Background: an optimization exercise with open tools, aiming at small area and a short achievable clock period. Do not read the settings as production practice. In this exercise RTL edits were held to simulation tests only and were not proved equivalent to the original.

Setup of run A:
Design fpu_addmul, start of the top module:
module fpu_addmul(
  input  wire        clk,
  input  wire        op,      
  input  wire [31:0] s,
  input  wire [31:0] t,
  output wire [31:0] d
);
function [48:0] skl_carry;
  input [47:0] a;
  input [47:0] b;
  input        ci;
  reg   [48:0] cg, cp;
  integer i, k;
  begin
    cg = {a & b, ci};
    cp = {a ^ b, 1'b0};
    for (k = 0; k < 6; k = k + 1)
      for (i = 0; i < 49; i = i + 1)
        if (((i >> k) & 1) == 1) begin
          cg[i] = cg[i] | (cp[i] & cg[((i >> k) << k) - 1]);
          cp[i] = cp[i] & cp[((i >> k) << k) - 1];
        end
    skl_carry = cg;
  end
endfunction
function [4:0] lzc32;
  input [31:0] x;
  reg [15:0] v0, p0;
  reg [7:0]  v1; reg [15:0] p1;
  reg [3:0]  v2; reg [11:0] p2;
  reg [1:0]  v3; reg [7:0]  p3;
  integer k;
  begin
    for (k = 0; k < 16; k = k + 1) begin
      v0[k] = x[2*k+1] | x[2*k];
      p0[k] = ~x[2*k+1];
    end
    for (k = 0; k < 8; k = k + 1) begin
      v1[k] = v0[2*k+1] | v0[2*k];
      p1[2*k+1 -: 2] = v0[2*k+1] ? {1'b0, p0[2*k+1]} : {1'b1, p0[2*k]};
    end
    for (k = 0; k < 4; k = k + 1) begin
      v2[k] = v1[2*k+1] | v1[2*k];
      p2[3*k+2 -: 3] = v1[2*k+1] ? {1'b0, p1[4*k+3 -: 2]} : {1'b1, p1[4*k+1 -: 2]};
    end
    for (k = 0; k < 2; k = k + 1) begin
      v3[k] = v2[2*k+1] | v2[2*k];
      p3[4*k+3 -: 4] = v2[2*k+1] ? {1'b0, p2[6*k+5 -: 3]} : {1'b1, p2[6*k+2 -: 3]};
    end
    lzc32 = v3[1] ? {1'b0, p3[7:4]} : {1'b1, p3[3:0]};
  end
endfunction
wire [7:0]  es = s[30:23], et = t[30:23];
wire [22:0] ms = s[22:0],  mt = t[22:0];
wire [48:0] cmp_c = skl_carry({17'd0, t[30:0]}, {17'd0, ~s[30:0]}, 1'b1);
wire        sgt = ~cmp_c[31];             
wire        eqm = s[30:0] == t[30:0];
wire [31:0] g_a = sgt ? s : t;
wire [31:0] l_a = sgt ? t : s;
wire        is_add = s[31] == t[31];
  ...
Settings: LEC_CHECK=0, CAP_MARGIN=20, CORE_MARGIN=2, CORE_UTILIZATION=40, CTS_BUF_LIST=sky130_fd_sc_hd__clkbuf_4 sky130_fd_sc_hd__clkbuf_8, SLEW_MARGIN=20, SYNTH_HIERARCHICAL=1, TNS_END_PERCENT=1; clock period 13.0 ns.
standard.sh (not shown) runs the stock make flow with config.mk's settings and CLKGATE_MAP_FILE= SYNTH_SCRIPT=/design/flow/synth_recipe.tcl, a recipe that flattens the netlist after the stock synthesis.
==> flow/flow/run.sh <==
#!/bin/bash
set -euo pipefail
export SETUP_SLACK_MARGIN=7
export BUFFER_PORTS_ARGS="-buffer_cell sky130_fd_sc_hd__buf_2"
bash standard.sh > standard.log 2>&1
Run A completed end to end with timing, DRC and antenna clean.
Here is what was changed in the inputs of run B compared with run A.
# run A
export LEC_CHECK = 0
export CAP_MARGIN = 20
export CORE_MARGIN = 2
export CORE_UTILIZATION = 40
export CTS_BUF_LIST = sky130_fd_sc_hd__clkbuf_4 sky130_fd_sc_hd__clkbuf_8
export SLEW_MARGIN = 20
export SYNTH_HIERARCHICAL = 1
export TNS_END_PERCENT = 1
create_clock -name core_clock -period 13.0 [get_ports {clk}]
# run B
export LEC_CHECK = 0
export CAP_MARGIN = 5
export CORE_MARGIN = 2
export CORE_UTILIZATION = 40
export CTS_BUF_LIST = sky130_fd_sc_hd__clkbuf_4 sky130_fd_sc_hd__clkbuf_8
export SLEW_MARGIN = 5
export SYNTH_HIERARCHICAL = 1
export TNS_END_PERCENT = 5
create_clock -name core_clock -period 13.0 [get_ports {clk}]
==> comparison <==
Going from run A to run B, buffer count excluding the clock tree in the final layout grew by about 3.3%, final-layout fill cell count held steady. Compared to run A, run B has number of gates resized after CTS 84% higher. Changes observed in run B relative to run A: register-to-register path setup slack increased by 20 ps relative to the old numbers; summed area of non-filler cells in the final layout about even; number of buffers and inverters on the critical path +2. Summary of run B over run A: detailed-routed wire length on met3 up 6.6%; total detailed-routing wirelength saw an increase; worst setup slack rose by 16 ps. Compared run B against run A; utilization of the core after routing within noise. The final cycle utilization of the critical path was comparable across run B and run A.
What run C does differently from run B at the input level:
# run B
export LEC_CHECK = 0
export CAP_MARGIN = 5
export CORE_MARGIN = 2
export CORE_UTILIZATION = 40
export CTS_BUF_LIST = sky130_fd_sc_hd__clkbuf_4 sky130_fd_sc_hd__clkbuf_8
export SLEW_MARGIN = 5
export SYNTH_HIERARCHICAL = 1
export TNS_END_PERCENT = 5
create_clock -name core_clock -period 13.0 [get_ports {clk}]
# run C
export LEC_CHECK = 0
export CAP_MARGIN = 20
export CORE_MARGIN = 2
export CORE_UTILIZATION = 40
export CTS_BUF_LIST = sky130_fd_sc_hd__clkbuf_4 sky130_fd_sc_hd__clkbuf_8
export SLEW_MARGIN = 20
export SYNTH_HIERARCHICAL = 1
create_clock -name core_clock -period 13.0 [get_ports {clk}]
Findings:
Having completed the whole flow, run B delivered a layout that passed the timing, DRC and antenna checks.
Run C went all the way through the flow, and no timing, DRC or antenna check failed.
Run B has a lower register-to-register slack than run C.
Final cell area: run C above run B
The lower layout filler cell count of run B and run C is in run C.
Run C: share of the core filled with cells in the final layout 1.1 points above run B
Changes in run D relative to run C:
# run C
export LEC_CHECK = 0
export CAP_MARGIN = 20
export CORE_MARGIN = 2
export CORE_UTILIZATION = 40
export CTS_BUF_LIST = sky130_fd_sc_hd__clkbuf_4 sky130_fd_sc_hd__clkbuf_8
export SLEW_MARGIN = 20
export SYNTH_HIERARCHICAL = 1
create_clock -name core_clock -period 13.0 [get_ports {clk}]
# run D
export LEC_CHECK = 0
export CAP_MARGIN = 20
export CORE_MARGIN = 2
export CORE_UTILIZATION = 40
export CTS_BUF_LIST = sky130_fd_sc_hd__clkbuf_4 sky130_fd_sc_hd__clkbuf_8
export SLEW_MARGIN = 20
export SYNTH_HIERARCHICAL = 1
export TNS_END_PERCENT = 20
create_clock -name core_clock -period 13.0 [get_ports {clk}]
==> notes.md <==
Any difference in routed length per placed instance between run C and run D is small enough to ignore. Run D vs. run C: highest clock frequency the design can meet went down by 0.80%. Compared with run C, run D shows a worst hold path stage count that is 2 higher.

fpu_addmul again, from the RTL that the note above started with.
==> flow/config.mk <==
export PLATFORM = sky130hd
export DESIGN_NAME = fpu_addmul
export DESIGN_NICKNAME = fpu_addmul
export VERILOG_FILES = /design/flow/design.v
export SDC_FILE = /design/flow/constraint.sdc
export NUM_CORES = 4
export LEC_CHECK = 0
export CAP_MARGIN = 10
export CORE_MARGIN = 2
export CORE_UTILIZATION = 40
export CTS_BUF_LIST = sky130_fd_sc_hd__clkbuf_4 sky130_fd_sc_hd__clkbuf_8
export SLEW_MARGIN = 10
export SYNTH_HIERARCHICAL = 1
export TNS_END_PERCENT = 5
==> flow/constraint.sdc <==
create_clock -name core_clock -period 13.0 [get_ports {clk}]
set_input_delay 2.6000 -clock core_clock [delete_from_list [all_inputs] [get_ports {clk}]]
set_output_delay 2.6000 -clock core_clock [all_outputs]
set_load 0.01 [all_outputs]
Scripts as last shown in full above: flow/flow/run.sh
Edit:
- CAP_MARGIN: 10 -> 20
- SLEW_MARGIN: 10 -> 20
- The new run finished with timing, DRC and antenna clean
- global-route usage does not change
- via count is about the same
- clock skew barely changes
- design area hardly moves

## port drivers added, routing unchanged
The flow's constraints put no driver on any port. The routed layouts listed below were extracted and timed again, unchanged, in two steps.
Step 1 assumes that a clkbuf_16 drives the clock port and a buf_2 every other input.
Step 2 adds t to the input delays and takes it off the output delays; t is the mean of the earliest and latest rising clock arrival at the registers after step 1. Input paths then give back, and output paths get back, about the clock's delay inside the block.
Three values: ideal ports, drivers, drivers and shift; two values: the first two.
run	t (ns)	setup slack, ns	worst setup path at the end	slew at the worst register clock pin (ns)	pins driven straight from the clock port
run A	0.554	6.975 / 6.937 / 6.568	input to register	0.11 / 0.11	1
run B	0.566	6.990 / 6.936 / 6.678	input to register	0.11 / 0.11	1
run C	0.558	7.081 / 7.068 / 6.738	input to register	0.11 / 0.11	1
run D	0.557	7.033 / 6.972 / 6.756	input to register	0.11 / 0.11	1
the first run of note 2	0.566	6.990 / 6.936 / 6.678	input to register	0.11 / 0.11	1
the second run of note 2	0.555	6.995 / 6.948 / 6.674	input to register	0.11 / 0.11	1
After both steps every run listed still meets setup and hold. The setup slack of run A, which loses most, moves by -0.038 ns with the drivers and by -0.407 ns with both steps.
